Source: an optimization exercise on an open RTL-to-GDS flow (aim: small area, a short achievable clock period and few clock cycles per item). Production flows keep margins and buffers that such runs may drop. Where RTL was checked, it was by simulation tests only, not by an equivalence proof against the original. Function not checked in runs 2 and 3: the RTL went through the layout flow alone.

===== design/flow/config.mk =====
export PLATFORM = sky130hd
export DESIGN_NAME = shift_sub_mod_mul
export DESIGN_NICKNAME = shift_sub_mod_mul
export VERILOG_FILES = /design/flow/design.v
export SDC_FILE = /design/flow/constraint.sdc
export NUM_CORES = 4
export LEC_CHECK = 0
export CAP_MARGIN = 30
export CORE_MARGIN = 2
export CORE_UTILIZATION = 35
export SETUP_SLACK_MARGIN = 0.5
export SLEW_MARGIN = 40

===== design/flow/constraint.sdc =====
create_clock -name core_clock -period 14.0 [get_ports {i_clk}]
set_input_delay 2.8000 -clock core_clock [delete_from_list [all_inputs] [get_ports {i_clk}]]
set_output_delay 2.8000 -clock core_clock [all_outputs]
set_load 0.01 [all_outputs]

===== design/flow/design.v =====
`timescale 1ns / 1ps
module shift_sub_mod_mul #(
  parameter Data_Width = 256
)(
  input  logic                      i_clk,
  input  logic                      i_rst_n,
  input  logic                      i_load,
  input  logic [Data_Width - 1 : 0] i_a,
  input  logic [Data_Width - 1 : 0] i_b,
  input  logic [Data_Width - 1 : 0] i_m,
  output logic                      o_ready,
  output logic                      o_busy,
  output logic [Data_Width - 1 : 0] o_p
);
  localparam int N = Data_Width;
  localparam int W = Data_Width + 2;
  logic [N-1:0] a_r, b_r, m_r;
  logic [W-1:0] s_r, c_r;
  logic [6:0]   h_r;               
  logic       ph_first, ph_step, ph_res, ph_rot, addm;
  logic       sel_shl, sel_res;    
  logic [7:0] cnt, sh;
  function automatic logic [1:0] qdec(input logic [6:0] h, input logic [3:0] mi);
    logic signed [7:0] hs, t0, t1, t2;
    hs = {h[6], h};
    case (mi)
      4'd5:    begin t0 = -8'sd6;  t1 = 8'sd6;  t2 = 8'sd16; end
      4'd6:    begin t0 = -8'sd6;  t1 = 8'sd8;  t2 = 8'sd20; end
      4'd7:    begin t0 = -8'sd6;  t1 = 8'sd10; t2 = 8'sd24; end
      4'd8:    begin t0 = -8'sd6;  t1 = 8'sd12; t2 = 8'sd28; end
      4'd9:    begin t0 = -8'sd7;  t1 = 8'sd13; t2 = 8'sd31; end
      4'd10:   begin t0 = -8'sd9;  t1 = 8'sd13; t2 = 8'sd33; end
      4'd11:   begin t0 = -8'sd11; t1 = 8'sd13; t2 = 8'sd35; end
      4'd12:   begin t0 = -8'sd13; t1 = 8'sd13; t2 = 8'sd37; end
      4'd13:   begin t0 = -8'sd15; t1 = 8'sd13; t2 = 8'sd39; end
      4'd14:   begin t0 = -8'sd17; t1 = 8'sd13; t2 = 8'sd41; end
      4'd15:   begin t0 = -8'sd19; t1 = 8'sd13; t2 = 8'sd43; end
      default: begin t0 = -8'sd6;  t1 = 8'sd4;  t2 = 8'sd12; end
    endcase
    if (hs < t0)      qdec = 2'd0;
    else if (hs < t1) qdec = 2'd1;
    else if (hs < t2) qdec = 2'd2;
    else              qdec = 2'd3;
  endfunction
  logic [7:0] yt_n, yt_1, yt_2;
  assign yt_n = {1'b0, m_r[N-1:N-7]};
  assign yt_1 = ~{1'b0, m_r[N-1:N-7]};
  assign yt_2 = ~m_r[N-1:N-8];
  function automatic logic [6:0] hsel(input logic [7:0] base, input logic [3:0] q,
                                      input logic [7:0] yn, input logic [7:0] y1,
                                      input logic [7:0] y2);
    logic [7:0] f0, f1, f2, f3;
    f0 = base + yn;
    f1 = base;
    f2 = base + y1;
    f3 = base + y2;
    hsel = ({7{q[0]}} & f0[7:1]) | ({7{q[1]}} & f1[7:1]) |
           ({7{q[2]}} & f2[7:1]) | ({7{q[3]}} & f3[7:1]);
  endfunction
  logic          stepq;
  logic [3:0]    mi;
  logic [3:0]    q1, q2;            
  logic [W-1:0]  x1, y1, z1, yy1, s1a, c1a, s1, c1;
  logic [W-1:0]  x2, y2, z2, z3, yy2, s2a, c2a, s2, c2;
  logic [7:0]    base2, base3;
  logic [6:0]    h2, h3;
  assign stepq = ph_first | ph_step;
  assign mi    = m_r[N-1:N-4];
  assign z1 = b_r[N-1] ? {2'b00, a_r} : '0;
  assign z2 = b_r[N-2] ? {2'b00, a_r} : '0;
  assign z3 = b_r[N-3] ? {2'b00, a_r} : '0;
  assign x1 = ({W{sel_shl}} & {s_r[W-2:0], ph_rot & s_r[W-1]}) | ({W{sel_res}} & {1'b0, s_r[W-1:1]});
  assign y1 = ({W{sel_shl}} & {c_r[W-2:0], 1'b0})              | ({W{sel_res}} & {1'b0, c_r[W-1:1]});
  always_comb begin
    logic [1:0] d;
    d  = qdec(h_r, mi);
    q1 = stepq ? (4'b0001 << d) : 4'b0010;
  end
  assign yy1 = q1[2] ? ~{2'b00, m_r} :
               q1[3] ? ~{1'b0, m_r, 1'b0} :
               q1[0] ?  {2'b00, m_r} : '0;
  assign s1a = x1 ^ y1 ^ z1;
  assign c1a = {((x1 & y1) | (x1 & z1) | (y1 & z1)), 1'b0} | {{(W-1){1'b0}}, q1[2] | q1[3]};
  assign s1  = s1a ^ c1a ^ yy1;
  assign c1  = {((s1a & c1a) | (s1a & yy1) | (c1a & yy1)), 1'b0};
  assign base2 = s1a[W-2:W-9] + c1a[W-2:W-9] + z2[W-1:W-8];
  assign h2    = hsel(base2, q1, yt_n, yt_1, yt_2);
  always_comb begin
    logic [1:0] d;
    d  = qdec(h2, mi);
    q2 = stepq ? (4'b0001 << d) : (addm ? 4'b0001 : 4'b0010);
  end
  assign x2 = {s1[W-2:0], (ph_rot & s1[W-1]) | (sel_res & s_r[0])};
  assign y2 = {c1[W-2:0], 1'b0};
  assign yy2 = q2[2] ? ~{2'b00, m_r} :
               q2[3] ? ~{1'b0, m_r, 1'b0} :
               q2[0] ?  {2'b00, m_r} : '0;
  assign s2a = x2 ^ y2 ^ z2;
  assign c2a = {((x2 & y2) | (x2 & z2) | (y2 & z2)), 1'b0} | {{(W-1){1'b0}}, q2[2] | q2[3]};
  assign s2  = s2a ^ c2a ^ yy2;
  assign c2  = {((s2a & c2a) | (s2a & yy2) | (c2a & yy2)), 1'b0};
  assign base3 = s2a[W-2:W-9] + c2a[W-2:W-9] + z3[W-1:W-8];
  assign h3    = hsel(base3, q2, yt_n, yt_1, yt_2);
  logic la_cz, la_neg;
  assign la_cz  = ~|c1a;
  assign la_neg = s1a[W-2];
  logic       n_first, n_step, n_res, n_rot, n_addm, n_ready, n_busy;
  logic [7:0] n_cnt, n_sh;
  always_comb begin
    n_first = ph_first;
    n_step  = ph_step;
    n_res   = ph_res;
    n_rot   = ph_rot;
    n_addm  = addm;
    n_cnt   = cnt;
    n_sh    = sh;
    n_ready = 1'b0;
    n_busy  = o_busy;
    if (i_load) begin
      n_first = 1'b1;
      n_step  = 1'b0;
      n_res   = 1'b0;
      n_rot   = 1'b0;
      n_addm  = 1'b0;
      n_cnt   = '0;
      n_sh    = '0;
      n_busy  = 1'b1;
    end else begin
      if (ph_first) begin
        if (m_r[N-1:N-2] != 2'b00) begin
          n_first = 1'b0;
          n_step  = 1'b1;
          n_cnt   = 8'd1;
        end else begin
          n_sh = sh + 8'd2;
        end
      end
      if (ph_step) begin
        n_cnt = cnt + 8'd1;
        if (cnt == 8'd127) begin
          n_step = 1'b0;
          n_res  = 1'b1;
        end
      end
      if (ph_res) begin
        if (addm) begin
          n_addm = 1'b0;
        end else if (la_cz) begin
          if (la_neg) begin
            n_addm = 1'b1;
          end else if (sh == 8'd0) begin
            n_res   = 1'b0;
            n_ready = 1'b1;
            n_busy  = 1'b0;
          end else begin
            n_res = 1'b0;
            n_rot = 1'b1;
            n_cnt = {1'b0, sh[7:1]};
          end
        end
      end
      if (ph_rot) begin
        n_cnt = cnt + 8'd1;
        if (cnt == 8'd128) begin
          n_rot   = 1'b0;
          n_ready = 1'b1;
          n_busy  = 1'b0;
        end
      end
    end
  end
  always_ff @(posedge i_clk or negedge i_rst_n) begin
    if (!i_rst_n) begin
      ph_first <= 1'b0;
      ph_step  <= 1'b0;
      ph_res   <= 1'b0;
      ph_rot   <= 1'b0;
      addm     <= 1'b0;
      cnt      <= '0;
      sh       <= '0;
      o_busy   <= 1'b0;
      o_ready  <= 1'b0;
      sel_shl  <= 1'b0;
      sel_res  <= 1'b1;
    end else begin
      ph_first <= n_first;
      ph_step  <= n_step;
      ph_res   <= n_res;
      ph_rot   <= n_rot;
      addm     <= n_addm;
      cnt      <= n_cnt;
      sh       <= n_sh;
      o_busy   <= n_busy;
      o_ready  <= n_ready;
      sel_shl  <= n_step | n_rot;
      sel_res  <= ~n_first & ~n_step & ~n_rot;
    end
  end
  always_ff @(posedge i_clk) begin
    s_r <= s2;
    c_r <= c2;
    if (i_load) begin
      a_r <= i_a;
      b_r <= i_b;
      m_r <= i_m;
      h_r <= i_b[N-1] ? {2'b00, i_a[N-1:N-5]} : 7'd0;
    end else begin
      b_r <= {b_r[N-3:0], 2'b00};
      if (m_r[N-1:N-2] == 2'b00) m_r <= {m_r[N-3:0], 2'b00};
      if (n_first) h_r <= b_r[N-3] ? {2'b00, a_r[N-1:N-5]} : 7'd0;
      else         h_r <= h3;
    end
  end
  assign o_p = s_r[N-1:0];
endmodule

===== design/flow/run.sh =====
#!/bin/bash
# synth_recipe.tcl (not shown) runs the flow's synth.tcl, then flattens the netlist and writes it again
# the make line also repeats each setting of config.mk as NAME=value (left out here)
make -C /OpenROAD-flow-scripts/flow DESIGN_CONFIG=/design/flow/config.mk WORK_HOME=/design/flow/orfs CLKGATE_MAP_FILE= SYNTH_SCRIPT=/design/flow/synth_recipe.tcl finish

==> results.txt, run 1 <==
| Parameter | This run | Unit |
|---|---|---|
| Clock latency at the later pin of the worst-skew pair | 0.87 | ns |
| Largest fanout of any net on the critical path | 89 | - |
| Post-Synthesis Cell Area | 0.0866 | mm² |
| Synthesized instance count | 7901 | - |
| Fraction of final layout cells sized beyond drive strength 1 | 0.104 | - |
| Horizontal die dimension | 501 | µm |
| Num CTS Buffers | 163 | - |
| Main area contributors after synthesis | sky130_fd_sc_hd__fa_1 24%, sky130_fd_sc_hd__dfxtp_1 18%, sky130_fd_sc_hd__edfxtp_1 18% | - |
| Share of Yosys cell area claimed by the top area cell type | 0.240 | - |
| Outcome | finished clean | - |
| Reg clk slew, reported paths | 0.06 | ns |
| Period utilization | 0.666 | - |
| CTS sink cnt | 1327 | - |
| Initial standard-cell utilization of the core | 0.352 | - |
| Number of DRC markers in iteration 0 | 5911 | - |
| Nature of the critical path startpoint | flip-flop | - |
| Max-slew violation count | 0 | - |
| RD Place Congestion | 0.941 | - |
| Maximum clock insertion buffer count | 3 | - |
| Fill cell total of the finished layout | 23100 | - |
| Most frequent cells in the layout | 1330 x sky130_fd_sc_hd__nand2_1, 1086 x sky130_fd_sc_hd__inv_1, 1038 x sky130_fd_sc_hd__fa_1, 1027 x sky130_fd_sc_hd__clkdlybuf4s50_1, 789 x sky130_fd_sc_hd__dfxtp_1 | - |
| Via total after detailed routing | 64800 | - |
| Total area of sequential cells | 0.0318 | mm² |
| Pin count of the biggest net entering global routing | 165 | - |
| Wire length of the first global-routing pass | 474000 | µm |
| CTS tree | built | - |
| Slew Limit Headroom | 0.401 | - |
| Vertical die dimension | 501 | µm |
| Required time at the endpoint of the critical path | 14.69 | ns |
| Area enclosed by the die boundary | 0.251 | mm² |
| Number of rows in the core area | 182 | - |
| Number of antenna violations at the first check in global routing | 112 | - |
| Number of optimization iterations in the first detailed-route pass | 6 | - |
| Yosys warnings | 1 | - |
| Number of synthesized flops with an enable pin | 512 | - |
| Final #Nets | 10300 | - |
| Synthesized flop and latch total | 1327 | - |
| Share of flip-flops with an asynchronous set or reset | 0.0181 | - |
| Cells resized by post-CTS repair | 0 | - |
| Post-Route Setup TNS | 0 | ns |
| Hold slack final | 0.426 | ns |
| Deepest level of the CTS H-tree | 4 | - |
| Endpoints failing setup | 0 | - |
| Clock root buffer | sky130_fd_sc_hd__clkbuf_16 | - |
| HPWL after DPL | 245000 | µm |
| I/O pin count | 1029 | - |
| Area overhead of the layout relative to synthesis | 20.6 | % |
| Routed len/inst | 27.6 | µm |
| Number of I/O port buffers | 1028 | - |
| Max capacitance violation total | 0 | - |
| Final critical path time including I/O delays and setup | 9.32 | ns |
| Kind of capture point of the worst setup path | flip-flop | - |
| Number of buffers inserted by post-CTS setup repair | 0 | - |
| Share of the yosys chip area belonging to registers | 0.367 | - |
| Global routing usage summed across all routing layers | 0.256 | - |
| Peak per-stage delay on the critical path | 1.13 | ns |
| Final hold viol count | 0 | - |
| Yosys top cell by area | sky130_fd_sc_hd__fa_1 | - |
| Routed via count divided by cell count | 5.46 | - |
| Crit-path most repeated cell | sky130_fd_sc_hd__ha_1 | - |
| Worst min path class | reg2reg | - |
| Multi-input combinational cell area | 0.0470 | mm² |
| Antenna Nets Post-Route | 0 | - |
| Max Fclk | 107 | MHz |
| Vias in the first global route | 67700 | - |
| Std-Cell Core Area | 0.246 | mm² |
| Total nets after synthesis | 9801 | - |
| Standard cell with the maximum stage delay on the critical path | sky130_fd_sc_hd__dfstp_4 | - |
| Maximum clock skew at final layout | 0.0712 | ns |
| Most frequent standard cell in the layout excluding fill and tap cells | sky130_fd_sc_hd__nand2_1 | - |
| Worst path arrival time | 10.01 | ns |
| Netlist cell types | 75 | - |
| Critical path cell sequence | a22oi_1 -> fa_1 -> xor2_1 -> ha_1 -> o21bai_1 -> ha_1 -> fa_1 -> ha_1 -> o311ai_1 -> a21o_1 -> a21oi_1 -> xnor2_1 -> a221o_1 -> ha_1 -> o2111a_1 -> a21oi_1 -> o211a_1 -> a21o_4 -> buf_12 -> buf_16 -> nand2_1 -> a32o_1 -> fa_1 | - |
| Unrepaired setup endpoints after global routing | no | - |
| Remaining design rule violation count | 0 | - |
| Synthesized area per cell | 11.0 | µm² |
| Hold-fix buffer count after cts | 0 | - |
| Category of the critical setup timing path | reg2reg | - |
| Total congestion overflow | 0 | - |
| Overall routed net length | 328000 | µm |
| Synth Flop Type | sky130_fd_sc_hd__dfxtp_1 | - |
| Measured slew at the worst slew-check pin | 0.898 | ns |
## critical path, delay by kind of cell, from the launching register on
kind / cells / cell delay, ns
flip-flops: 1 / 1.13
buffers and inverters: 2 / 0.79
adder cells (fa/ha/maj): 7 / 2.82
XOR/XNOR: 2 / 0.34
AND/OR/NAND/NOR: 1 / 0.13
AO/OA/AOI/OAI: 11 / 3.79
## flip-flops by register name, summed over array words and instances (netlist names), 7 cells and up, named ones only
signal and count:
a_r 256, b_r 256, c_r 257, cnt 8, h_r 7, m_r 256
s_r 258, sh 7
## synth_stat cells (249+ instances only)
master                        n
sky130_fd_sc_hd__nand2_1   1330
sky130_fd_sc_hd__inv_1     1087
sky130_fd_sc_hd__clkbuf_1   363
sky130_fd_sc_hd__fa_1      1039
sky130_fd_sc_hd__and2_1     265
sky130_fd_sc_hd__a32oi_1    249
sky130_fd_sc_hd__mux2_2     505
sky130_fd_sc_hd__buf_4      278
sky130_fd_sc_hd__a22o_1     501
sky130_fd_sc_hd__dfxtp_1    791
sky130_fd_sc_hd__edfxtp_1   512
sky130_fd_sc_hd__a32o_1     257
## cells by family (layout without fill, tap and decap cells)
group           Yosys count  in the layout  share of synthesized area
compound gates         1235           1235                      0.123
xor+xnor                 61             61                    0.00633
fa+ha+maj              1130           1130                      0.253
buf+inv                1820           2503                     0.0919
flops                  1327           1327                      0.367
mux                     513            513                     0.0666
other cells               0             65                          0
simple gates           1815           1815                     0.0910
## final cells by class
| class | instances | share of cell area |
|---|---|---|
| clock buffer | 230 | 0.0454 |
| timing repair buffer | 1109 | 0.109 |
| inverter | 1088 | 0.0393 |
| sequential | 1327 | 0.305 |
| antenna | 65 | 0.00156 |
| multi-input combinational | 4754 | 0.450 |
| tap | 3220 | 0.0386 |
| clock inverter | 76 | 0.0106 |
## through the flow
step | setup WS, ns | util | instance area, µm² | instances
3_5_place_dp | 4.79 | 0.400 | 98300 | 11500
4_1_cts | 4.77 | 0.423 | 104000 | 11800
3_3_place_gp | 4.75 | 0.398 | 97800 | 11500
6_report | 4.68 | 0.424 | 104000 | 11900
5_1_grt | 4.35 | 0.424 | 104000 | 11900
2_1_floorplan | 1.75 | - | 86600 | 7901
## metal layers
metal / vias to the layer above / track usage / share of wire / wire (µm)
li1: 27500 / - / - / -
met1: 33000 / 0.305 / 0.37 / 121000
met2: 3455 / 0.410 / 0.47 / 154000
met3: 710 / 0.0701 / 0.095 / 31000
met4: 82 / 0.159 / 0.065 / 21400
met5: - / 0 / 0.0015 / 492
## path summary, 6_finish.rpt
path,from,end,slack [ns],cells past startpoint
worst min register to register,b_r[108],b_r[110],0.43,1
min in group asynchronous,i_rst_n,o_busy,2.34,2
worst min-delay path,b_r[108],b_r[110],0.43,1
max in group asynchronous,i_rst_n,sel_shl,11.32,2
worst max-delay path,sel_res,s_r[204],4.68,23
worst max register to register,sel_res,s_r[204],4.68,23
Testbench counts, summed over its fixed seeds: cycles 25,687, ops 192.
==> inputs of run 2 (changes only) <==
--- a/design/flow/design.v
+++ b/design/flow/design.v
@@ -18,3 +18,2 @@
   logic [W-1:0] s_r, c_r;
-  logic [6:0]   h_r;               
   logic       ph_first, ph_step, ph_res, ph_rot, addm;
@@ -44,24 +43,17 @@
   endfunction
-  logic [7:0] yt_n, yt_1, yt_2;
-  assign yt_n = {1'b0, m_r[N-1:N-7]};
-  assign yt_1 = ~{1'b0, m_r[N-1:N-7]};
-  assign yt_2 = ~m_r[N-1:N-8];
-  function automatic logic [6:0] hsel(input logic [7:0] base, input logic [3:0] q,
-                                      input logic [7:0] yn, input logic [7:0] y1,
-                                      input logic [7:0] y2);
-    logic [7:0] f0, f1, f2, f3;
-    f0 = base + yn;
-    f1 = base;
-    f2 = base + y1;
-    f3 = base + y2;
-    hsel = ({7{q[0]}} & f0[7:1]) | ({7{q[1]}} & f1[7:1]) |
-           ({7{q[2]}} & f2[7:1]) | ({7{q[3]}} & f3[7:1]);
+  function automatic logic [W-1:0] ymul(input logic [3:0] q, input logic [N-1:0] m);
+    ymul = q[2] ? ~{2'b00, m} :
+           q[3] ? ~{1'b0, m, 1'b0} :
+           q[0] ?  {2'b00, m} : '0;
   endfunction
+  function automatic logic [3:0] onehot(input logic [1:0] d);
+    onehot = 4'b0001 << d;
+  endfunction
+  logic [3:0]    q1_r;
   logic          stepq;
   logic [3:0]    mi;
-  logic [3:0]    q1, q2;            
+  logic [3:0]    q1, q2;
   logic [W-1:0]  x1, y1, z1, yy1, s1a, c1a, s1, c1;
   logic [W-1:0]  x2, y2, z2, z3, yy2, s2a, c2a, s2, c2;
-  logic [7:0]    base2, base3;
-  logic [6:0]    h2, h3;
+  logic [W-1:0]  ym [4];
   assign stepq = ph_first | ph_step;
@@ -71,12 +63,7 @@
   assign z3 = b_r[N-3] ? {2'b00, a_r} : '0;
+  always_comb for (int k = 0; k < 4; k++) ym[k] = ymul(4'b0001 << k, m_r);
   assign x1 = ({W{sel_shl}} & {s_r[W-2:0], ph_rot & s_r[W-1]}) | ({W{sel_res}} & {1'b0, s_r[W-1:1]});
   assign y1 = ({W{sel_shl}} & {c_r[W-2:0], 1'b0})              | ({W{sel_res}} & {1'b0, c_r[W-1:1]});
-  always_comb begin
-    logic [1:0] d;
-    d  = qdec(h_r, mi);
-    q1 = stepq ? (4'b0001 << d) : 4'b0010;
-  end
-  assign yy1 = q1[2] ? ~{2'b00, m_r} :
-               q1[3] ? ~{1'b0, m_r, 1'b0} :
-               q1[0] ?  {2'b00, m_r} : '0;
+  assign q1  = q1_r;
+  assign yy1 = ymul(q1, m_r);
   assign s1a = x1 ^ y1 ^ z1;
@@ -85,8 +72,37 @@
   assign c1  = {((s1a & c1a) | (s1a & yy1) | (c1a & yy1)), 1'b0};
-  assign base2 = s1a[W-2:W-9] + c1a[W-2:W-9] + z2[W-1:W-8];
-  assign h2    = hsel(base2, q1, yt_n, yt_1, yt_2);
+  logic [8:0] xw2, yw2, xw3, yw3;
+  logic [8:0] base2, base3;
+  logic [1:0] d2 [4];
+  logic [1:0] d3 [4][4];
+  assign xw2 = ph_first ? 9'd0 : s_r[W-3:W-11];
+  assign yw2 = ph_first ? 9'd0 : c_r[W-3:W-11];
+  assign xw3 = ph_first ? 9'd0 : s_r[W-4:W-12];
+  assign yw3 = ph_first ? 9'd0 : c_r[W-4:W-12];
+  assign base2 = xw2 + yw2 + z1[W-2:W-10] + z2[W-1:W-9];
+  assign base3 = xw3 + yw3 + z1[W-3:W-11] + z2[W-2:W-10] + z3[W-1:W-9];
+  always_comb begin
+    logic [8:0] t;
+    for (int i = 0; i < 4; i++) begin
+      t = base2 + ym[i][W-2:W-10];
+      d2[i] = qdec(t[8:2], mi);
+      for (int k = 0; k < 4; k++) begin
+        t = base3 + ym[i][W-3:W-11] + ym[k][W-2:W-10];
+        d3[i][k] = qdec(t[8:2], mi);
+      end
+    end
+  end
   always_comb begin
     logic [1:0] d;
-    d  = qdec(h2, mi);
-    q2 = stepq ? (4'b0001 << d) : (addm ? 4'b0001 : 4'b0010);
+    d = '0;
+    for (int i = 0; i < 4; i++) if (q1[i]) d = d | d2[i];
+    q2 = stepq ? onehot(d) : (addm ? 4'b0001 : 4'b0010);
+  end
+  logic [3:0] q3;
+  always_comb begin
+    logic [1:0] d;
+    d = '0;
+    for (int i = 0; i < 4; i++)
+      for (int k = 0; k < 4; k++)
+        if (q1[i] & q2[k]) d = d | d3[i][k];
+    q3 = onehot(d);
   end
@@ -94,5 +110,3 @@
   assign y2 = {c1[W-2:0], 1'b0};
-  assign yy2 = q2[2] ? ~{2'b00, m_r} :
-               q2[3] ? ~{1'b0, m_r, 1'b0} :
-               q2[0] ?  {2'b00, m_r} : '0;
+  assign yy2 = ymul(q2, m_r);
   assign s2a = x2 ^ y2 ^ z2;
@@ -101,4 +115,2 @@
   assign c2  = {((s2a & c2a) | (s2a & yy2) | (c2a & yy2)), 1'b0};
-  assign base3 = s2a[W-2:W-9] + c2a[W-2:W-9] + z3[W-1:W-8];
-  assign h3    = hsel(base3, q2, yt_n, yt_1, yt_2);
   logic la_cz, la_neg;
@@ -205,3 +217,3 @@
       m_r <= i_m;
-      h_r <= i_b[N-1] ? {2'b00, i_a[N-1:N-5]} : 7'd0;
+      q1_r <= onehot(qdec(i_b[N-1] ? {2'b00, i_a[N-1:N-5]} : 7'd0, i_m[N-1:N-4]));
     end else begin
@@ -209,4 +221,9 @@
       if (m_r[N-1:N-2] == 2'b00) m_r <= {m_r[N-3:0], 2'b00};
-      if (n_first) h_r <= b_r[N-3] ? {2'b00, a_r[N-1:N-5]} : 7'd0;
-      else         h_r <= h3;
+      if (n_first)
+        q1_r <= onehot(qdec(b_r[N-3] ? {2'b00, a_r[N-1:N-5]} : 7'd0,
+                            (m_r[N-1:N-2] == 2'b00) ? m_r[N-3:N-6] : m_r[N-1:N-4]));
+      else if (n_step)
+        q1_r <= q3;
+      else
+        q1_r <= 4'b0010;
     end
==> design/flow/flow/run.sh (new file) <==
#!/bin/bash
bash standard.sh SETUP_SLACK_MARGIN=9.5 finish > standard_run.log 2>&1
==> design/flow/standard.sh (new file) <==
#!/bin/bash
# synth_recipe.tcl (not shown) runs the flow's synth.tcl, then flattens the netlist and writes it again
# the make line also repeats each setting of config.mk as NAME=value (left out here)
make -C /OpenROAD-flow-scripts/flow DESIGN_CONFIG=/design/flow/config.mk WORK_HOME=/design/flow/orfs CLKGATE_MAP_FILE= SYNTH_SCRIPT=/design/flow/synth_recipe.tcl "${@:-finish}"
removed: design/flow/run.sh
==> run 2 against run 1 <==
  * Flip-flop and latch count down 3
  * Global-route usage up 3.9 points
  * Critical path type unchanged
  * Highest routed layer unchanged
==> results.txt, run 2 <==
| Parameter | This run | Unit | vs previous |
|---|---|---|---|
| Outcome | finished clean | - | unchanged |
| Initial standard-cell utilization of the core | 0.352 | - | about the same |
| Main area contributors after synthesis | sky130_fd_sc_hd__fa_1 22%, sky130_fd_sc_hd__dfxtp_1 16%, sky130_fd_sc_hd__edfxtp_1 16% | - | was sky130_fd_sc_hd__fa_1 24%, sky130_fd_sc_hd__dfxtp_1 18%, sky130_fd_sc_hd__edfxtp_1 18% |
| Max capacitance violation total | 0 | - | unchanged |
| Measured slew at the worst slew-check pin | 0.966 | ns | was 0.898 ns |
| Final critical path time including I/O delays and setup | 7.44 | ns | was 9.32 ns |
| Vertical die dimension | 529 | µm | was 501 µm |
| Post-Synthesis Cell Area | 0.0963 | mm² | was 0.0866 mm² |
| Wire length of the first global-routing pass | 600000 | µm | was 474000 µm |
| Count of placed standard cells in the final layout, fillers left out | 14200 | - | was 11900 |
| Number of synthesized flops with an enable pin | 512 | - | unchanged |
| Worst min path class | reg2reg | - | unchanged |
| Most instantiated library cell after synthesis | sky130_fd_sc_hd__inv_1 | - | was sky130_fd_sc_hd__nand2_1 |
| Slew Limit Headroom | 0.356 | - | was 0.401 |
| Category of the critical setup timing path | reg2reg | - | unchanged |
| Number of I/O port buffers | 1028 | - | unchanged |
| Routed len/inst | 30.2 | µm | was 27.6 µm |
| Multi-input combinational cell area | 0.0606 | mm² | was 0.0470 mm² |
| Crit-path most repeated cell | sky130_fd_sc_hd__nor2_1 | - | was sky130_fd_sc_hd__ha_1 |
| Num CTS Buffers | 168 | - | was 163 |
| Area enclosed by the die boundary | 0.279 | mm² | was 0.251 mm² |
| CTS tree | built | - | unchanged |
| Peak per-stage delay on the critical path | 0.62 | ns | was 1.13 ns |
| Number of DRC markers in iteration 0 | 7629 | - | was 5911 |
| Deepest level of the CTS H-tree | 4 | - | unchanged |
| Endpoints failing setup | 0 | - | unchanged |
| Most frequent cells in the layout | 1379 x sky130_fd_sc_hd__inv_1, 787 x sky130_fd_sc_hd__fa_1, 786 x sky130_fd_sc_hd__nand2_1, 770 x sky130_fd_sc_hd__clkdlybuf4s50_1, 712 x sky130_fd_sc_hd__a22o_1 | - | was 1330 x sky130_fd_sc_hd__nand2_1, 1086 x sky130_fd_sc_hd__inv_1, 1038 x sky130_fd_sc_hd__fa_1, 1027 x sky130_fd_sc_hd__clkdlybuf4s50_1, 789 x sky130_fd_sc_hd__dfxtp_1 |
| Fraction of final layout cells sized beyond drive strength 1 | 0.216 | - | was 0.104 |
| Register with the most flip-flops | s_r | - | unchanged |
| Largest fanout of any net on the critical path | 7 | - | was 89 |
| Yosys top cell by area | sky130_fd_sc_hd__fa_1 | - | unchanged |
| Total nets after synthesis | 11600 | - | was 9801 |
| Pin count of the biggest net entering global routing | 168 | - | was 165 |
| I/O pin count | 1029 | - | unchanged |
| Number of rows in the core area | 192 | - | was 182 |
| Maximum clock insertion buffer count | 4 | - | was 3 |
| Unrepaired setup endpoints after global routing | yes | - | was no |
| Share of flip-flops with an asynchronous set or reset | 0.0181 | - | about the same |
| Synthesized area per cell | 10.2 | µm² | was 11.0 µm² |
| Netlist cell types | 92 | - | was 75 |
| Routed via count divided by cell count | 5.72 | - | was 5.46 |
| Place WS | 4.35 | ns | was 4.79 ns |
| Synthesized instance count | 9410 | - | was 7901 |
| Fin worst setup slack | 6.56 | ns | was 4.68 ns |
| Reg clk slew, reported paths | 0.07 | ns | was 0.06 ns |
| Clock latency at the later pin of the worst-skew pair | 0.88 | ns | was 0.87 ns |
| Number of antenna violations at the first check in global routing | 70 | - | was 112 |
| Synth Flop Type | sky130_fd_sc_hd__dfxtp_1 | - | unchanged |
| Number of placed instances, taps included | 13400 | - | was 11500 |
| Vias in the first global route | 82700 | - | was 67700 |
| Maximum clock skew at final layout | 0.0737 | ns | was 0.0712 ns |
| Number of optimization iterations in the first detailed-route pass | 6 | - | unchanged |
| Final hold viol count | 0 | - | unchanged |
| Share of the yosys chip area belonging to registers | 0.330 | - | was 0.367 |
| Share of Yosys cell area claimed by the top area cell type | 0.219 | - | was 0.240 |
| Kind of capture point of the worst setup path | flip-flop | - | unchanged |
| RD Place Congestion | 0.941 | - | about the same |
| Required time at the endpoint of the critical path | 14.81 | ns | was 14.69 ns |
| Standard cell with the maximum stage delay on the critical path | sky130_fd_sc_hd__fa_2 | - | was sky130_fd_sc_hd__dfstp_4 |
| Post-Route Setup TNS | 0 | ns | unchanged |
| Most frequent standard cell in the layout excluding fill and tap cells | sky130_fd_sc_hd__inv_1 | - | was sky130_fd_sc_hd__nand2_1 |
| Total area of sequential cells | 0.0319 | mm² | was 0.0318 mm² |
| Clock root buffer | sky130_fd_sc_hd__clkbuf_16 | - | unchanged |
| Final core area utilization | 0.465 | - | was 0.424 |
| HPWL after DPL | 276000 | µm | was 245000 µm |
| Via total after detailed routing | 81000 | - | was 64800 |
| Worst path arrival time | 8.25 | ns | was 10.01 ns |
| Max Fclk | 134 | MHz | was 107 MHz |
| Fill cell total of the finished layout | 25000 | - | was 23100 |
| Horizontal die dimension | 529 | µm | was 501 µm |
| Synthesized flop and latch total | 1324 | - | was 1327 |
| Std-Cell Core Area | 0.274 | mm² | was 0.246 mm² |
| Antenna Nets Post-Route | 0 | - | unchanged |
| Total congestion overflow | 0 | - | unchanged |
| Hold-fix buffer count after cts | 0 | - | unchanged |
| Global routing usage summed across all routing layers | 0.296 | - | was 0.256 |
| Period utilization | 0.531 | - | was 0.666 |
| Yosys warnings | 4 | - | was 1 |
| Registers with the most flip-flops | s_r (258), c_r (257) | - | unchanged |
| Remaining design rule violation count | 0 | - | unchanged |
| Largest register FFs | 258 | - | unchanged |
| Final #Nets | 12600 | - | was 10300 |
| Nature of the critical path startpoint | flip-flop | - | unchanged |
| Commonest cells in the netlist | 1404 x sky130_fd_sc_hd__inv_1, 1053 x sky130_fd_sc_hd__fa_1, 914 x sky130_fd_sc_hd__nand2_1 | - | was 1330 x sky130_fd_sc_hd__nand2_1, 1087 x sky130_fd_sc_hd__inv_1, 1039 x sky130_fd_sc_hd__fa_1 |
| Overall routed net length | 427000 | µm | was 328000 µm |
| Max-slew violation count | 0 | - | unchanged |
| CTS sink cnt | 1324 | - | was 1327 |
| Area overhead of the layout relative to synthesis | 32.0 | % | was 20.6% |
-- run 2: final cells by class --
cell class                 instances  share of cell area
antenna                           48            0.000945
clock buffer                     221              0.0366
clock inverter                    85             0.00697
inverter                        1406              0.0417
multi-input combinational       5898               0.476
sequential                      1324               0.251
tap                             3589              0.0353
timing repair buffer            1588               0.151
-- run 2: final timing paths --
| check | startpoint | slack [ns] | to | cells past startpoint |
|---|---|---|---|---|
| hold reg to reg | b_r[28] | 0.44 | b_r[30] | 1 |
| min in group asynchronous | i_rst_n | 2.30 | o_busy | 2 |
| setup reg to reg | a_r[248] | 6.56 | q1_r[1] | 31 |
| setup / recovery | a_r[248] | 6.56 | q1_r[1] | 31 |
| hold / removal | b_r[28] | 0.44 | b_r[30] | 1 |
| max in group asynchronous | i_rst_n | 11.36 | sel_res | 2 |
-- run 2: critical path, delay by kind of cell (launching register included) --
family | cells | cell delay [ns]
xor gates and xnor gates | 3 | 0.67
buffers and inverters | 3 | 0.27
AOI/OAI and AO/OA | 8 | 1.44
DFF | 1 | 0.53
adders and majority gates | 8 | 2.82
and+or+nand+nor | 9 | 1.62
-- run 2: metal layers --
metal,share of wire,GRT usage,vias up
met5,0.00056,0,-
met1,0.37,0.355,41000
met3,0.10,0.0776,1244
met2,0.45,0.457,4823
met4,0.087,0.216,36
li1,-,-,34000
-- run 2: through the flow --
stage | hold WS (ns) | area (µm²)
floorplan | 0.434 | 97100
global placement | 0.436 | 109000
detailed placement | 0.440 | 109000
CTS | 0.444 | 124000
global route | 0.456 | 127000
finish | 0.440 | 127000
-- run 2: cell families (layout without fill, tap and decap cells) --
kind of cell,Yosys count,after routing,synth area share
AOI/OAI and AO/OA,2316,2316,0.173
buffers and inverters,2188,3300,0.0960
and+or+nand+nor,1708,1708,0.0838
adders and majority gates,1466,1466,0.273
DFF,1324,1324,0.330
muxes,266,266,0.0310
xor gates and xnor gates,142,142,0.0144
other,0,48,0
-- run 2: timing repair --
action | in CTS | in global routing
endpoints found under the setup margin | 937 | 631
pin swaps | 265 | 283
gates cloned | 129 | 10
buffers inserted | 256 | 55
gates resized for setup | 1714 | 544
==> inputs of run 3 (changes only) <==
--- a/design/flow/design.v
+++ b/design/flow/design.v
@@ -72,6 +72,5 @@
   assign c1  = {((s1a & c1a) | (s1a & yy1) | (c1a & yy1)), 1'b0};
-  logic [8:0] xw2, yw2, xw3, yw3;
+  logic [8:0] xw2, yw2, xw3, yw3, yq2, yq3;
   logic [8:0] base2, base3;
-  logic [1:0] d2 [4];
-  logic [1:0] d3 [4][4];
+  logic [1:0] d3 [4];
   assign xw2 = ph_first ? 9'd0 : s_r[W-3:W-11];
@@ -80,15 +79,21 @@
   assign yw3 = ph_first ? 9'd0 : c_r[W-4:W-12];
-  assign base2 = xw2 + yw2 + z1[W-2:W-10] + z2[W-1:W-9];
-  assign base3 = xw3 + yw3 + z1[W-3:W-11] + z2[W-2:W-10] + z3[W-1:W-9];
+  always_comb begin
+    yq2 = '0;
+    yq3 = '0;
+    for (int i = 0; i < 4; i++) begin
+      yq2 = yq2 | ({9{q1[i]}} & ym[i][W-2:W-10]);
+      yq3 = yq3 | ({9{q1[i]}} & ym[i][W-3:W-11]);
+    end
+  end
+  assign base2 = xw2 + yw2 + z1[W-2:W-10] + z2[W-1:W-9] + yq2;
+  assign base3 = xw3 + yw3 + z1[W-3:W-11] + z2[W-2:W-10] + z3[W-1:W-9] + yq3;
   always_comb begin
     logic [8:0] t;
-    for (int i = 0; i < 4; i++) begin
-      t = base2 + ym[i][W-2:W-10];
-      d2[i] = qdec(t[8:2], mi);
-      for (int k = 0; k < 4; k++) begin
-        t = base3 + ym[i][W-3:W-11] + ym[k][W-2:W-10];
-        d3[i][k] = qdec(t[8:2], mi);
-      end
-    end
-  end
+    for (int k = 0; k < 4; k++) begin
+      t = base3 + ym[k][W-2:W-10];
+      d3[k] = qdec(t[8:2], mi);
+    end
+  end
+  assign q2 = stepq ? onehot(qdec(base2[8:2], mi)) : (addm ? 4'b0001 : 4'b0010);
+  logic [3:0] q3;
   always_comb begin
@@ -96,12 +101,3 @@
     d = '0;
-    for (int i = 0; i < 4; i++) if (q1[i]) d = d | d2[i];
-    q2 = stepq ? onehot(d) : (addm ? 4'b0001 : 4'b0010);
-  end
-  logic [3:0] q3;
-  always_comb begin
-    logic [1:0] d;
-    d = '0;
-    for (int i = 0; i < 4; i++)
-      for (int k = 0; k < 4; k++)
-        if (q1[i] & q2[k]) d = d | d3[i][k];
+    for (int k = 0; k < 4; k++) if (q2[k]) d = d | d3[k];
     q3 = onehot(d);
==> run 3 against run 2 <==
  * Core utilization up 2.1 points
  * Worst setup slack improved by 1.1 ns
  * Cell area decreased by 4.9%
  * Global-route usage shrank 0.44 points
  * Synthesized cell count shrank 14%
==> results.txt, run 3 <==
| Parameter | This run | Unit | vs previous |
|---|---|---|---|
| Final core area utilization | 0.485 | - | was 0.465 |
| Worst path arrival time | 7.05 | ns | was 8.25 ns |
| Global routing usage summed across all routing layers | 0.291 | - | was 0.296 |
| Commonest cells in the netlist | 1390 x sky130_fd_sc_hd__inv_1, 1067 x sky130_fd_sc_hd__fa_1, 787 x sky130_fd_sc_hd__dfxtp_1 | - | was 1404 x sky130_fd_sc_hd__inv_1, 1053 x sky130_fd_sc_hd__fa_1, 914 x sky130_fd_sc_hd__nand2_1 |
| Fraction of final layout cells sized beyond drive strength 1 | 0.228 | - | was 0.216 |
| Largest register FFs | 258 | - | unchanged |
| Post-Route Setup TNS | 0 | ns | unchanged |
| Yosys warnings | 3 | - | was 4 |
| Crit-path most repeated cell | sky130_fd_sc_hd__buf_16 | - | was sky130_fd_sc_hd__nor2_1 |
| Pin count of the biggest net entering global routing | 186 | - | was 168 |
| Yosys top cell by area | sky130_fd_sc_hd__fa_1 | - | unchanged |
| Routed via count divided by cell count | 5.58 | - | was 5.72 |
| Clock latency at the later pin of the worst-skew pair | 0.86 | ns | was 0.88 ns |
| Maximum clock insertion buffer count | 3 | - | was 4 |
| Largest fanout of any net on the critical path | 7 | - | unchanged |
| CTS sink cnt | 1323 | - | was 1324 |
| Number of placed instances, taps included | 11800 | - | was 13400 |
| Total congestion overflow | 0 | - | unchanged |
| Period utilization | 0.452 | - | was 0.531 |
| Slew Limit Headroom | 0.228 | - | was 0.356 |
| Nature of the critical path startpoint | flip-flop | - | unchanged |
| Kind of capture point of the worst setup path | flip-flop | - | unchanged |
| Register with the most flip-flops | s_r | - | unchanged |
| Reg clk slew, reported paths | 0.06 | ns | was 0.07 ns |
| Synthesized instance count | 8122 | - | was 9410 |
| Most frequent standard cell in the layout excluding fill and tap cells | sky130_fd_sc_hd__inv_1 | - | unchanged |
| Overall routed net length | 384000 | µm | was 427000 µm |
| Share of flip-flops with an asynchronous set or reset | 0.0181 | - | about the same |
| Most frequent cells in the layout | 1372 x sky130_fd_sc_hd__inv_1, 834 x sky130_fd_sc_hd__fa_1, 769 x sky130_fd_sc_hd__clkdlybuf4s50_1, 683 x sky130_fd_sc_hd__dfxtp_1, 569 x sky130_fd_sc_hd__nand2_1 | - | was 1379 x sky130_fd_sc_hd__inv_1, 787 x sky130_fd_sc_hd__fa_1, 786 x sky130_fd_sc_hd__nand2_1, 770 x sky130_fd_sc_hd__clkdlybuf4s50_1, 712 x sky130_fd_sc_hd__a22o_1 |
| Outcome | finished clean | - | unchanged |
| Initial standard-cell utilization of the core | 0.352 | - | about the same |
| Vertical die dimension | 505 | µm | was 529 µm |
| Vias in the first global route | 73700 | - | was 82700 |
| Endpoints failing setup | 0 | - | unchanged |
| Number of optimization iterations in the first detailed-route pass | 6 | - | unchanged |
| Required time at the endpoint of the critical path | 14.72 | ns | was 14.81 ns |
| Area overhead of the layout relative to synthesis | 37.8 | % | was 32.0% |
| Remaining design rule violation count | 0 | - | unchanged |
| Number of antenna violations at the first check in global routing | 77 | - | was 70 |
| Clock root buffer | sky130_fd_sc_hd__clkbuf_16 | - | unchanged |
| Post-Synthesis Cell Area | 0.0878 | mm² | was 0.0963 mm² |
| Peak per-stage delay on the critical path | 0.59 | ns | was 0.62 ns |
| Measured slew at the worst slew-check pin | 1.16 | ns | was 0.966 ns |
| Share of the yosys chip area belonging to registers | 0.361 | - | was 0.330 |
| Std-Cell Core Area | 0.249 | mm² | was 0.274 mm² |
| Deepest level of the CTS H-tree | 4 | - | unchanged |
| Netlist cell types | 85 | - | was 92 |
| Count of placed standard cells in the final layout, fillers left out | 12600 | - | was 14200 |
| Max Fclk | 158 | MHz | was 134 MHz |
| Synth Flop Type | sky130_fd_sc_hd__dfxtp_1 | - | unchanged |
| Main area contributors after synthesis | sky130_fd_sc_hd__fa_1 24%, sky130_fd_sc_hd__dfxtp_1 18%, sky130_fd_sc_hd__edfxtp_1 18% | - | was sky130_fd_sc_hd__fa_1 22%, sky130_fd_sc_hd__dfxtp_1 16%, sky130_fd_sc_hd__edfxtp_1 16% |
| Max capacitance violation total | 0 | - | unchanged |
| Total nets after synthesis | 10100 | - | was 11600 |
| Worst min path class | reg2reg | - | unchanged |
| Family of cells with the greatest summed delay on the critical path | adder cells | - | unchanged |
| Final #Nets | 11000 | - | was 12600 |
| Horizontal die dimension | 505 | µm | was 529 µm |
| Registers with the most flip-flops | s_r (258), c_r (257) | - | unchanged |
| Via total after detailed routing | 70100 | - | was 81000 |
| RD Place Congestion | 0.934 | - | was 0.941 |
| Number of synthesized flops with an enable pin | 512 | - | unchanged |
| Synthesized flop and latch total | 1323 | - | was 1324 |
| Antenna Nets Post-Route | 0 | - | unchanged |
| Number of I/O port buffers | 1028 | - | unchanged |
| Share of Yosys cell area claimed by the top area cell type | 0.243 | - | was 0.219 |
| Synthesized area per cell | 10.8 | µm² | was 10.2 µm² |
| Critical path buffer and inverter count | 10 | - | was 3 |
| Maximum clock skew at final layout | 0.0608 | ns | was 0.0737 ns |
| Max-slew violation count | 0 | - | unchanged |
| Unrepaired setup endpoints after global routing | yes | - | unchanged |
| CTS tree | built | - | unchanged |
| Most instantiated library cell after synthesis | sky130_fd_sc_hd__inv_1 | - | unchanged |
| Num CTS Buffers | 165 | - | was 168 |
| I/O pin count | 1029 | - | unchanged |
| Number of DRC markers in iteration 0 | 6450 | - | was 7629 |
| Number of rows in the core area | 183 | - | was 192 |
| Final critical path time including I/O delays and setup | 6.33 | ns | was 7.44 ns |
| Hold slack final | 0.452 | ns | was 0.440 ns |
| Standard cell with the maximum stage delay on the critical path | sky130_fd_sc_hd__fa_1 | - | was sky130_fd_sc_hd__fa_2 |
| Area enclosed by the die boundary | 0.255 | mm² | was 0.279 mm² |
| Wire length of the first global-routing pass | 540000 | µm | was 600000 µm |
| Final hold viol count | 0 | - | unchanged |
| Category of the critical setup timing path | reg2reg | - | unchanged |
| Routed len/inst | 30.5 | µm | was 30.2 µm |
| HPWL after DPL | 251000 | µm | was 276000 µm |
[run 3: cell count changes after synthesis, moves of 42 or more]
cell and delta:
sky130_fd_sc_hd__o21ai_0 -560, sky130_fd_sc_hd__nor2_1 -72, sky130_fd_sc_hd__ha_1 -275, sky130_fd_sc_hd__a21oi_1 +145, sky130_fd_sc_hd__a22o_1 -232, sky130_fd_sc_hd__nand2_1 -332, sky130_fd_sc_hd__a221oi_1 +472, sky130_fd_sc_hd__a21o_1 +221
sky130_fd_sc_hd__nor3_1 -42, sky130_fd_sc_hd__xnor2_1 -51, sky130_fd_sc_hd__a221o_1 -246
[run 3: kinds of logic after synthesis]
| family | synth area share |
|---|---|
| buffers and inverters | 0.104 |
| AOI/OAI and AO/OA | 0.167 |
| DFF | 0.361 |
| adders and majority gates | 0.263 |
| and+or+nand+nor | 0.0633 |
| muxes | 0.0358 |
| xor gates and xnor gates | 0.00580 |
[run 3: per-layer routing]
metal | part of all wire | wire [µm] | GRT usage | up-vias
li1 | - | - | - | 29400
met2 | 0.46 | 175000 | 0.458 | 3744
met4 | 0.067 | 25800 | 0.165 | 62
met5 | 0.0010 | 390 | 0 | -
met3 | 0.10 | 38700 | 0.0844 | 920
met1 | 0.38 | 144000 | 0.357 | 36000
[run 3: cell type report]
type | count | area, µm²
inverter | 1392 | 5240
sequential | 1323 | 31900
clock inverter | 85 | 968
multi-input combinational | 4651 | 54600
antenna | 36 | 90.1
fill | 22200 | 128000
timing repair buffer | 1534 | 19200
clock buffer | 227 | 4750
tap | 3330 | 4170
[run 3: what timing repair did]
item	4_1_cts	5_1_grt
pin swaps	199	257
cloned	136	21
setup endpoints to repair	1119	572
setup buffers	197	65
resized for setup	1107	322
hold buffers	0	0
[run 3: final timing paths]
path | to | startpoint | cells after the start | slack (ns)
min in group asynchronous | o_busy | i_rst_n | 2 | 2.34
hold / removal | b_r[223] | b_r[221] | 1 | 0.45
max in group asynchronous | sel_shl | i_rst_n | 2 | 11.29
setup reg to reg | s_r[203] | ph_first | 28 | 7.67
setup / recovery | s_r[203] | ph_first | 28 | 7.67
hold reg to reg | b_r[223] | b_r[221] | 1 | 0.45
[run 3: metrics by stage]
stage,area [µm²],setup WS (ns)
4_1_cts,118000,7.84
3_3_place_gp,104000,5.70
3_5_place_dp,104000,5.91
5_1_grt,121000,7.53
2_1_floorplan,93300,8.09
6_report,121000,7.67
==> inputs of run 4 (changes only) <==
--- a/design/flow/design.v
+++ b/design/flow/design.v
@@ -16,3 +16,4 @@
   localparam int W = Data_Width + 2;
-  logic [N-1:0] a_r, b_r, m_r;
+  logic [N-1:0] a_r, m_r;
+  logic [N+1:0] b_r;               
   logic [W-1:0] s_r, c_r;
@@ -56,3 +57,3 @@
   logic [W-1:0]  x1, y1, z1, yy1, s1a, c1a, s1, c1;
-  logic [W-1:0]  x2, y2, z2, z3, yy2, s2a, c2a, s2, c2;
+  logic [W-1:0]  x2, y2, z2, yy2, s2a, c2a, s2, c2;
   logic [W-1:0]  ym [4];
@@ -60,5 +61,4 @@
   assign mi    = m_r[N-1:N-4];
-  assign z1 = b_r[N-1] ? {2'b00, a_r} : '0;
-  assign z2 = b_r[N-2] ? {2'b00, a_r} : '0;
-  assign z3 = b_r[N-3] ? {2'b00, a_r} : '0;
+  assign z1 = b_r[N+1] ? {2'b00, a_r} : '0;
+  assign z2 = b_r[N]   ? {2'b00, a_r} : '0;
   always_comb for (int k = 0; k < 4; k++) ym[k] = ymul(4'b0001 << k, m_r);
@@ -72,4 +72,6 @@
   assign c1  = {((s1a & c1a) | (s1a & yy1) | (c1a & yy1)), 1'b0};
-  logic [8:0] xw2, yw2, xw3, yw3, yq2, yq3;
-  logic [8:0] base2, base3;
+  logic [8:0] zy2_r, zy3_r;
+  logic [8:0] xw2, yw2, xw3, yw3;
+  logic [8:0] aw [8];
+  logic [8:0] base2;
   logic [1:0] d3 [4];
@@ -79,12 +81,11 @@
   assign yw3 = ph_first ? 9'd0 : c_r[W-4:W-12];
-  always_comb begin
-    yq2 = '0;
-    yq3 = '0;
-    for (int i = 0; i < 4; i++) begin
-      yq2 = yq2 | ({9{q1[i]}} & ym[i][W-2:W-10]);
-      yq3 = yq3 | ({9{q1[i]}} & ym[i][W-3:W-11]);
-    end
-  end
-  assign base2 = xw2 + yw2 + z1[W-2:W-10] + z2[W-1:W-9] + yq2;
-  assign base3 = xw3 + yw3 + z1[W-3:W-11] + z2[W-2:W-10] + z3[W-1:W-9] + yq3;
+  assign aw[0] = 9'd0;
+  assign aw[1] = {2'b00, a_r[N-1:N-7]};
+  assign aw[2] = {1'b0, a_r[N-1:N-8]};
+  assign aw[4] = a_r[N-1:N-9];
+  assign aw[3] = aw[1] + aw[2];
+  assign aw[5] = aw[1] + aw[4];
+  assign aw[6] = aw[2] + aw[4];
+  assign aw[7] = aw[3] + aw[4];
+  assign base2 = xw2 + yw2 + zy2_r;
   always_comb begin
@@ -92,3 +93,3 @@
     for (int k = 0; k < 4; k++) begin
-      t = base3 + ym[k][W-2:W-10];
+      t = xw3 + yw3 + (zy3_r + ym[k][W-2:W-10]);
       d3[k] = qdec(t[8:2], mi);
@@ -98,2 +99,3 @@
   logic [3:0] q3;
+  logic [8:0] zy2_n, zy3_n, za2_n, za3_n;
   always_comb begin
@@ -103,2 +105,12 @@
     q3 = onehot(d);
+  end
+  assign za2_n = aw[{b_r[N-1], b_r[N-2]}];
+  assign za3_n = aw[{b_r[N-1], b_r[N-2], b_r[N-3]}];
+  always_comb begin
+    zy2_n = '0;
+    zy3_n = '0;
+    for (int k = 0; k < 4; k++) begin
+      zy2_n = zy2_n | ({9{q3[k]}} & (za2_n + ym[k][W-2:W-10]));
+      zy3_n = zy3_n | ({9{q3[k]}} & (za3_n + ym[k][W-3:W-11]));
+    end
   end
@@ -147,3 +159,3 @@
         n_cnt = cnt + 8'd1;
-        if (cnt == 8'd127) begin
+        if (cnt == 8'd128) begin
           n_step = 1'b0;
@@ -211,15 +223,19 @@
       a_r <= i_a;
-      b_r <= i_b;
-      m_r <= i_m;
-      q1_r <= onehot(qdec(i_b[N-1] ? {2'b00, i_a[N-1:N-5]} : 7'd0, i_m[N-1:N-4]));
+      m_r   <= i_m;
+      b_r   <= {2'b00, i_b};
+      q1_r  <= 4'b0010;
+      zy2_r <= 9'd0;
+      zy3_r <= i_b[N-1] ? {2'b00, i_a[N-1:N-7]} : 9'd0;
     end else begin
-      b_r <= {b_r[N-3:0], 2'b00};
+      b_r <= {b_r[N-1:0], 2'b00};
       if (m_r[N-1:N-2] == 2'b00) m_r <= {m_r[N-3:0], 2'b00};
-      if (n_first)
-        q1_r <= onehot(qdec(b_r[N-3] ? {2'b00, a_r[N-1:N-5]} : 7'd0,
-                            (m_r[N-1:N-2] == 2'b00) ? m_r[N-3:N-6] : m_r[N-1:N-4]));
-      else if (n_step)
-        q1_r <= q3;
-      else
-        q1_r <= 4'b0010;
+      if (n_step) begin
+        q1_r  <= q3;
+        zy2_r <= zy2_n;
+        zy3_r <= zy3_n;
+      end else begin
+        q1_r  <= 4'b0010;
+        zy2_r <= 9'd0;
+        zy3_r <= b_r[N-3] ? {2'b00, a_r[N-1:N-7]} : 9'd0;
+      end
     end
--- a/design/flow/config.mk
+++ b/design/flow/config.mk
@@ -9,3 +9,3 @@
 export CORE_MARGIN = 2
-export CORE_UTILIZATION = 35
+export CORE_UTILIZATION = 55
 export SETUP_SLACK_MARGIN = 0.5
==> run 4 against run 3 <==
  * Critical path type unchanged
  * Area after synthesis rose by 4.4%
  * Maximum frequency up 11%
  * Non-clock buffer count down 118
  * Sequential share of layout area increased by 1.4 points
  * Via count is 6.4% higher
  * Wire length fell by 4.2%
  * Cell count decreased by 5.2%
  * Core utilization rose by 22 points
  * First-iteration DRC count rose by 31%
  * Highest routed layer unchanged
  * Worst hold slack worse by 0.010 ns
==> results.txt, run 4 <==
| Parameter | This run | Unit | vs previous |
|---|---|---|---|
| Initial standard-cell utilization of the core | 0.555 | - | was 0.352 |
| Number of optimization iterations in the first detailed-route pass | 6 | - | unchanged |
| Post-Synthesis Cell Area | 0.0916 | mm² | was 0.0878 mm² |
| Hold-fix buffer count after cts | 0 | - | unchanged |
| Synthesized flop and latch total | 1343 | - | was 1323 |
| Number of rows in the core area | 149 | - | was 183 |
| Pin count of the biggest net entering global routing | 194 | - | was 186 |
| CTS tree | built | - | unchanged |
| Deepest level of the CTS H-tree | 4 | - | unchanged |
| Maximum clock insertion buffer count | 3 | - | unchanged |
| Synthesized instance count | 8760 | - | was 8122 |
| Registers with the most flip-flops | b_r (258), s_r (258), c_r (257) | - | was s_r (258), c_r (257) |
| Total congestion overflow | 0 | - | unchanged |
| Std-Cell Core Area | 0.165 | mm² | was 0.249 mm² |
| Number of placed instances, taps included | 11300 | - | was 11800 |
| Yosys warnings | 4 | - | was 3 |
| I/O pin count | 1029 | - | unchanged |
| Hold slack final | 0.442 | ns | was 0.452 ns |
| Max capacitance violation total | 0 | - | unchanged |
| Largest fanout of any net on the critical path | 6 | - | was 7 |
| Via total after detailed routing | 74700 | - | was 70100 |
| Max-slew violation count | 0 | - | unchanged |
| Final hold viol count | 0 | - | unchanged |
| Number of synthesized flops with an enable pin | 512 | - | unchanged |
| Slew Limit Headroom | 0.330 | - | was 0.228 |
| Outcome | finished clean | - | unchanged |
| Post-layout instance area | 0.116 | mm² | was 0.121 mm² |
| Overall routed net length | 368000 | µm | was 384000 µm |
| CTS sink cnt | 1343 | - | was 1323 |
| HPWL after DPL | 232000 | µm | was 251000 µm |
| Nature of the critical path startpoint | flip-flop | - | unchanged |
| Number of antenna violations at the first check in global routing | 71 | - | was 77 |
| Endpoints failing setup | 0 | - | unchanged |
| Share of flip-flops with an asynchronous set or reset | 0.0179 | - | was 0.0181 |
| Synth Flop Type | sky130_fd_sc_hd__dfxtp_1 | - | unchanged |
| Most instantiated library cell after synthesis | sky130_fd_sc_hd__inv_1 | - | unchanged |
| Wire length of the first global-routing pass | 517000 | µm | was 540000 µm |
| Category of the critical setup timing path | reg2reg | - | unchanged |
| Most frequent standard cell in the layout excluding fill and tap cells | sky130_fd_sc_hd__inv_1 | - | unchanged |
| Worst min path class | reg2reg | - | unchanged |
| Routed len/inst | 30.9 | µm | was 30.5 µm |
| Share of the yosys chip area belonging to registers | 0.351 | - | was 0.361 |
| Measured slew at the worst slew-check pin | 1.00 | ns | was 1.16 ns |
| Number of DRC markers in iteration 0 | 8464 | - | was 6450 |
| Clock latency at the later pin of the worst-skew pair | 0.85 | ns | was 0.86 ns |
| RD Place Congestion | 0.977 | - | was 0.934 |
| Vertical die dimension | 412 | µm | was 505 µm |
| Remaining design rule violation count | 0 | - | unchanged |
| Clock root buffer | sky130_fd_sc_hd__clkbuf_16 | - | unchanged |
| Routed via count divided by cell count | 6.26 | - | was 5.58 |
| Num CTS Buffers | 157 | - | was 165 |
| Max Fclk | 175 | MHz | was 158 MHz |
| Number of I/O port buffers | 1028 | - | unchanged |
| Main area contributors after synthesis | sky130_fd_sc_hd__fa_1 23%, sky130_fd_sc_hd__dfxtp_1 18%, sky130_fd_sc_hd__edfxtp_1 17% | - | was sky130_fd_sc_hd__fa_1 24%, sky130_fd_sc_hd__dfxtp_1 18%, sky130_fd_sc_hd__edfxtp_1 18% |
| Area overhead of the layout relative to synthesis | 26.9 | % | was 37.8% |
| Maximum clock skew at final layout | 0.0405 | ns | was 0.0608 ns |
| Unrepaired setup endpoints after global routing | yes | - | unchanged |
| Area enclosed by the die boundary | 0.170 | mm² | was 0.255 mm² |
| Most frequent cells in the layout | 1378 x sky130_fd_sc_hd__inv_1, 943 x sky130_fd_sc_hd__nand2_1, 784 x sky130_fd_sc_hd__fa_1, 769 x sky130_fd_sc_hd__clkdlybuf4s50_1, 689 x sky130_fd_sc_hd__dfxtp_1 | - | was 1372 x sky130_fd_sc_hd__inv_1, 834 x sky130_fd_sc_hd__fa_1, 769 x sky130_fd_sc_hd__clkdlybuf4s50_1, 683 x sky130_fd_sc_hd__dfxtp_1, 569 x sky130_fd_sc_hd__nand2_1 |
| Vias in the first global route | 75600 | - | was 73700 |
| Final critical path time including I/O delays and setup | 5.70 | ns | was 6.33 ns |
| Commonest cells in the netlist | 1385 x sky130_fd_sc_hd__inv_1, 1100 x sky130_fd_sc_hd__nand2_1, 1058 x sky130_fd_sc_hd__fa_1 | - | was 1390 x sky130_fd_sc_hd__inv_1, 1067 x sky130_fd_sc_hd__fa_1, 787 x sky130_fd_sc_hd__dfxtp_1 |
| Period utilization | 0.407 | - | was 0.452 |
| Worst path arrival time | 6.43 | ns | was 7.05 ns |
| Share of Yosys cell area claimed by the top area cell type | 0.231 | - | was 0.243 |
| FF-to-FF setup slack | 8.30 | ns | was 7.67 ns |
| Total nets after synthesis | 10800 | - | was 10100 |
| Count of placed standard cells in the final layout, fillers left out | 11900 | - | was 12600 |
| Fraction of final layout cells sized beyond drive strength 1 | 0.196 | - | was 0.228 |
| Synthesized area per cell | 10.5 | µm² | was 10.8 µm² |
| Netlist cell types | 82 | - | was 85 |
| Post-Route Setup TNS | 0 | ns | unchanged |
| Cell area reported after detailed placement | 0.102 | mm² | was 0.104 mm² |
| Yosys top cell by area | sky130_fd_sc_hd__fa_1 | - | unchanged |
| Reg clk slew, reported paths | 0.06 | ns | about the same |
| Antenna Nets Post-Route | 0 | - | unchanged |
| Required time at the endpoint of the critical path | 14.73 | ns | was 14.72 ns |
| Horizontal die dimension | 412 | µm | was 505 µm |
| Final #Nets | 11600 | - | was 11000 |
| Global routing usage summed across all routing layers | 0.420 | - | was 0.291 |
| Kind of capture point of the worst setup path | flip-flop | - | unchanged |
## run 4: changes by cell type in the layout (fill, tap and decap cells not counted), sizes merged, moves of 36 or more
cell / before / now
nand2: 583 / 1101
a32o: 1 / 257
a221oi: 487 / 262
a21oi: 298 / 99
buf: 462 / 357
ha: 138 / 183
a21o: 262 / 298
## run 4: what timing repair did
action | 4_1_cts | 5_1_grt
resized for setup | 1303 | 324
pin swaps | 465 | 214
buffers inserted | 136 | 44
hold endpoints to repair | 0 | 0
cloned | 119 | 20
endpoints found under the setup margin | 1215 | 792
## run 4: path summary, 6_finish.rpt
kind | to | cells after the start | start
max reg2reg | zy2_r[1] | 27 | ph_first
min | b_r[45] | 1 | b_r[43]
min in group asynchronous | o_busy | 2 | i_rst_n
min reg2reg | b_r[45] | 1 | b_r[43]
max | zy2_r[1] | 27 | ph_first
max in group asynchronous | sel_res | 2 | i_rst_n
## run 4: final cells by class
class	count	area [µm²]
diodes	41	103
inverters	1386	5220
repair buffers	1416	17200
clock buffers	231	4550
well taps	2189	2740
repair inverters	3	26.3
flip-flops and latches	1343	32300
multi-input cells	5252	53300
fillers	12300	49000
clock inverters	62	726
## run 4: through the flow
step | setup WS [ns] | util
detailed placement | 7.60 | 0.618
floorplan | 8.19 | -
global placement | 7.13 | 0.616
CTS | 8.49 | 0.691
finish | 8.30 | 0.704
global route | 8.22 | 0.703
## run 4: cells by family (layout without fill, tap and decap cells)
| kind of cell | count (synthesis) | in the layout | share of synthesized area |
|---|---|---|---|
| flip-flops | 1343 | 1343 | 0.351 |
| multiplexers | 292 | 292 | 0.0356 |
| adder cells (fa/ha/maj) | 1242 | 1242 | 0.256 |
| XOR/XNOR | 105 | 105 | 0.0105 |
| other | 0 | 41 | 0 |
| AND/OR/NAND/NOR | 1704 | 1712 | 0.0842 |
| AO/OA/AOI/OAI | 1901 | 1901 | 0.163 |
| buffers and inverters | 2173 | 3098 | 0.0999 |
## run 4: metal layers
metal	part of all wire	up-vias	GRT usage
li1	-	31000	-
met4	0.074	40	0.256
met3	0.14	1196	0.148
met2	0.43	4967	0.626
met1	0.35	37400	0.526
met5	0.0012	-	0
## run 4: critical path, stage by stage (launching register included)
cell                       delay (ns)
sky130_fd_sc_hd__dfrtp_2         0.44
sky130_fd_sc_hd__buf_12          0.15
sky130_fd_sc_hd__nor2b_4         0.14
sky130_fd_sc_hd__ha_4            0.15
sky130_fd_sc_hd__o21a_1          0.13
sky130_fd_sc_hd__o22ai_2         0.08
sky130_fd_sc_hd__a21oi_4         0.25
sky130_fd_sc_hd__buf_12          0.14
sky130_fd_sc_hd__xnor2_4         0.10
sky130_fd_sc_hd__buf_6           0.14
sky130_fd_sc_hd__fa_1            0.49
sky130_fd_sc_hd__inv_2           0.05
sky130_fd_sc_hd__ha_4            0.29
sky130_fd_sc_hd__nand2_4         0.05
sky130_fd_sc_hd__o31ai_4         0.30
sky130_fd_sc_hd__xor2_2          0.28
sky130_fd_sc_hd__ha_1            0.28
sky130_fd_sc_hd__o21a_1          0.11
sky130_fd_sc_hd__o21a_1          0.17
sky130_fd_sc_hd__o21ai_1         0.15
sky130_fd_sc_hd__a21oi_1         0.08
sky130_fd_sc_hd__or3_1           0.34
sky130_fd_sc_hd__a32o_2          0.28
sky130_fd_sc_hd__a22oi_2         0.20
sky130_fd_sc_hd__buf_6           0.16
sky130_fd_sc_hd__and2_4          0.22
sky130_fd_sc_hd__o211ai_1        0.16
sky130_fd_sc_hd__a21oi_4         0.26
Testbench counts of run 4, summed over its fixed seeds: cycles 25,879, ops 192.

[port drivers added, routing unchanged]
Ports are ideal in the flow. The routed layouts listed here were re-timed in OpenROAD.
Step 1: set_driving_cell puts a clkbuf_16 on i_clk and a buf_2 on each other input, an assumption about the parent block.
Step 2, shift: input delay + t, output delay - t, t = (earliest + latest rising clock arrival at the registers) / 2. This alone moves slack from input paths to output paths.
Slacks: ideal ports / drivers / drivers and shift; pairs: ideal ports / drivers.
run | t, ns | slack for setup (ns) | worst setup path after step 2
run 1 | 0.927 | 4.679 / 4.679 / 4.679 | register to register
run 2 | 0.944 | 6.565 / 6.565 / 6.565 | register to register
run 3 | 0.939 | 7.671 / 7.671 / 7.671 | register to register
run 4 | 0.928 | 8.300 / 8.300 / 8.300 | register to register
After both steps every run listed still meets setup and hold.
